Source: an optimization exercise on an open RTL-to-GDS flow (aim: small area). Production flows keep margins and buffers that such runs may drop.
At most, simulation tests tie the RTL to the original design; equivalence was not proved.

## job 5110
Design System, start of the top module:
module System(input clk, rst, enable, input[4:0] button_in, output[0:6] segment, output[3:0] anodes,
              output decimal_point, output [3:0] LEDs, output mode_led, output alarm_led, output speaker);
==> module System, before the edit <==
module System(input clk, rst, enable, input[4:0] button_in, output[0:6] segment, output[3:0] anodes,
              output decimal_point, output [3:0] LEDs, output mode_led, output alarm_led, output speaker);
    wire [7:0] tone;
    wire disp_tick, tick, csec, alarm;
    Tbase tb0(clk, rst, tone, disp_tick, tick, csec, alarm);
    wire [4:0] press;
    genvar i;
    generate for (i = 0; i < 5; i = i + 1) begin: btn
        Btn b(clk, rst, button_in[i], press[i]);
    end endgenerate
    reg p;               
    reg [12:0] E;        
    wire [3:0] su;
    wire [2:0] sn;
    wire [12:0] R;
    Clk ck(clk, rst, tick, enable, p, E, su, sn, R);
    localparam [2:0] S_INIT = 3'd0, S_TH = 3'd4, S_TM = 3'd5, S_AH = 3'd6, S_AM = 3'd7;
    reg mode, sr, alarm_flag;
    reg [2:0] st;
    reg [12:0] A, L;     
    wire s_init = ~st[2], s_th = (st == S_TH), s_tm = (st == S_TM), s_ah = (st == S_AH), s_am = (st == S_AM);
    wire alm = st[2] & st[1];
    wire [12:0] dRA = R ^ A;
    wire trig = press[0] & mode & (|dRA);
    always @(posedge clk) begin
        if (rst) begin
            mode <= 0; st <= S_INIT; sr <= 0; p <= 0;
        end else begin
            mode <= mode ^ press[0];
            if (press[0]) st <= S_INIT;
            else if (~st[2]) st <= S_TH;
            else if (press[2]) st[1:0] <= st[1:0] + 1'b1;
            else if (press[1]) st[1:0] <= st[1:0] - 1'b1;
            sr <= trig;
            p <= sr | (p & ~tick);
        end
    end
    always @(posedge clk) if (trig) E <= A;
    wire [12:0] v = alm ? L : A;
    wire ok = ~alm | (mode & ~press[0]);
    wire [6:0] mm;
    wire [5:0] hm;
    MinStep ms(v[12:10], v[9:6], press[3] & st[2] & st[0] & ok, press[4] & st[2] & st[0] & ok, mm);
    HourStep hs(v[5:4], v[3:0], press[3] & st[2] & ~st[0] & ok, press[4] & st[2] & ~st[0] & ok, hm);
    wire [12:0] msk = {mm, hm};
    always @(posedge clk) begin
        A <= A ^ (({13{s_init}} & dRA) | (msk & {13{~alm}}));    
        if (rst) L <= 0;
        else L <= L ^ (msk & {13{alm}});
    end
    wire sec0 = (su == 4'd0) & ~sn[0] & (sn[2] == sn[1]);
    always @(posedge clk) begin
        if (rst) alarm_flag <= 0;
        else if (press != 0) alarm_flag <= 0;
        else if (~mode & (R == L) & sec0) alarm_flag <= 1;
    end
    wire buz_en = alarm_flag & alarm;
    reg [2:0] bz;
    reg spk;
    wire bz_end = (bz == 3'd3);
    always @(posedge clk) begin
        if (rst) begin
            bz <= 3'd3; spk <= 0;
        end else begin
            if (~tone[0]) bz <= bz_end ? (tone[7] ? 3'd6 : 3'd2) : {bz[1:0], bz[2] ^ bz[1]};
            if (!buz_en) spk <= 0;
            else if (bz_end & ~tone[0]) spk <= ~spk;
        end
    end
    reg [1:0] g;    
    reg [3:0] n;
    wire p0 = ~g[1] & ~g[0], p1 = ~g[1] & g[0], p2 = g[1] & g[0], p3 = g[1] & ~g[0];
    wire [12:0] dv = mode ? v : R;
    wire [3:0] digit = ({4{p0}} & dv[9:6]) | ({4{p1}} & {1'b0, dv[12:10]}) | ({4{p2}} & dv[3:0]) | ({4{p3}} & {2'b0, dv[5:4]});
    always @(posedge clk) begin
        if (rst) g <= 0;
        else if (disp_tick & enable) g <= {g[0], ~g[1]};
        n <= digit;
    end
    assign segment[0] = (~n[3] & ~n[2] & ~n[1] & n[0]) | (n[2] & ~n[1] & ~n[0]);
    assign segment[1] = n[2] & (n[1] ^ n[0]);
    assign segment[2] = ~n[2] & n[1] & ~n[0];
    assign segment[3] = (~n[3] & ~n[2] & ~n[1] & n[0]) | (n[2] & ~n[1] & ~n[0]) | (n[2] & n[1] & n[0]);
    assign segment[4] = (n[2] & ~n[1]) | n[0];
    assign segment[5] = (~n[3] & ~n[2] & n[0]) | (~n[2] & n[1]) | (n[1] & n[0]);
    assign segment[6] = (~n[3] & ~n[2] & ~n[1]) | (n[2] & n[1] & n[0]);
    assign anodes = {~(enable & p3), ~(enable & p2), ~(enable & p1), ~(enable & p0)};
    assign decimal_point = ~p2 | csec;
    assign LEDs = mode ? {s_th, s_tm, s_ah, s_am} : 4'b0000;
    assign mode_led = mode;
    assign alarm_led = buz_en;
    assign speaker = spk;
endmodule
clock: 10.0 ns
lec_check: 0
abc_area: 1
cap_margin: 20
core_margin: 2
core_utilization: 40
cts_buf_list: sky130_fd_sc_hd__clkbuf_8
place_density: 0.6
slew_margin: 20
run.sh (not shown) runs the stock make flow with config.mk's settings and CLKGATE_MAP_FILE= SYNTH_SCRIPT=/design/flow/synth_recipe.tcl, a recipe that flattens the netlist after the stock synthesis.
What job 3184 does differently from job 5110 at the input level:
diff --git a/flow/design.v b/flow/design.v
--- a/flow/design.v
+++ b/flow/design.v
@@ -154,14 +154,14 @@
     end
     wire buz_en = alarm_flag & alarm;
-    reg [2:0] bz;
+    reg [3:0] bz;
     reg spk;
-    wire bz_end = (bz == 3'd3);
+    wire bz_end = &bz;
     always @(posedge clk) begin
         if (rst) begin
-            bz <= 3'd3; spk <= 0;
+            bz <= 4'd15; spk <= 0;
         end else begin
-            if (~tone[0]) bz <= bz_end ? (tone[7] ? 3'd6 : 3'd2) : {bz[1:0], bz[2] ^ bz[1]};
+            bz <= bz_end ? (tone[7] ? 4'd5 : 4'd4) : {bz[2:0], bz[3] ^ bz[0]};
             if (!buz_en) spk <= 0;
-            else if (bz_end & ~tone[0]) spk <= ~spk;
+            else if (bz_end) spk <= ~spk;
         end
     end
[summary]
Compared to job 5110, job 3184 has ratio of cells with drive above 1 in the final layout 1.6 points higher. Going from job 5110 to job 3184, maximum level of the CTS H-tree increased by 1 relative to the old numbers, wire length went up by 0.53%, multi-input gate area in the final layout fell 73 µm², count of clock-buffer cells in the layout went up, inverter count of the layout excluding clock inverters +about 3.7%. The fmax was comparable across job 3184 and job 5110. The smallest hold slack of job 3184 is lower than that of job 5110. In the tables for job 3184 and job 5110, register-to-register slack reads lower with job 5110.
Only the layout flow was run in job 3184; the RTL was not checked for function there.

port drivers added, routing unchanged:
The results above use ideal ports. As a check the final layouts listed here were re-extracted and re-timed, cells and wires unchanged. Step 1, drivers: a clkbuf_16 drives clk and a buf_2 each remaining input, both assumed. Step 2 times the ports against the registers' clock, not the clock port: input delays grow and output delays shrink by t, the midpoint of the rising clock arrivals with the driver on. Three values: no drivers, after step 1, after step 2; two values: the first two.
run	t, ns	slack for setup (ns)	worst setup path after step 2
job 5110	0.445	4.867 / 4.844 / 4.844	input to output
job 3184	0.488	4.878 / 4.854 / 4.854	input to output
After both steps every run listed still meets setup and hold. For job 3184, which loses most, drivers alone change the setup slack by -0.024 ns; drivers and shift together by -0.024 ns.
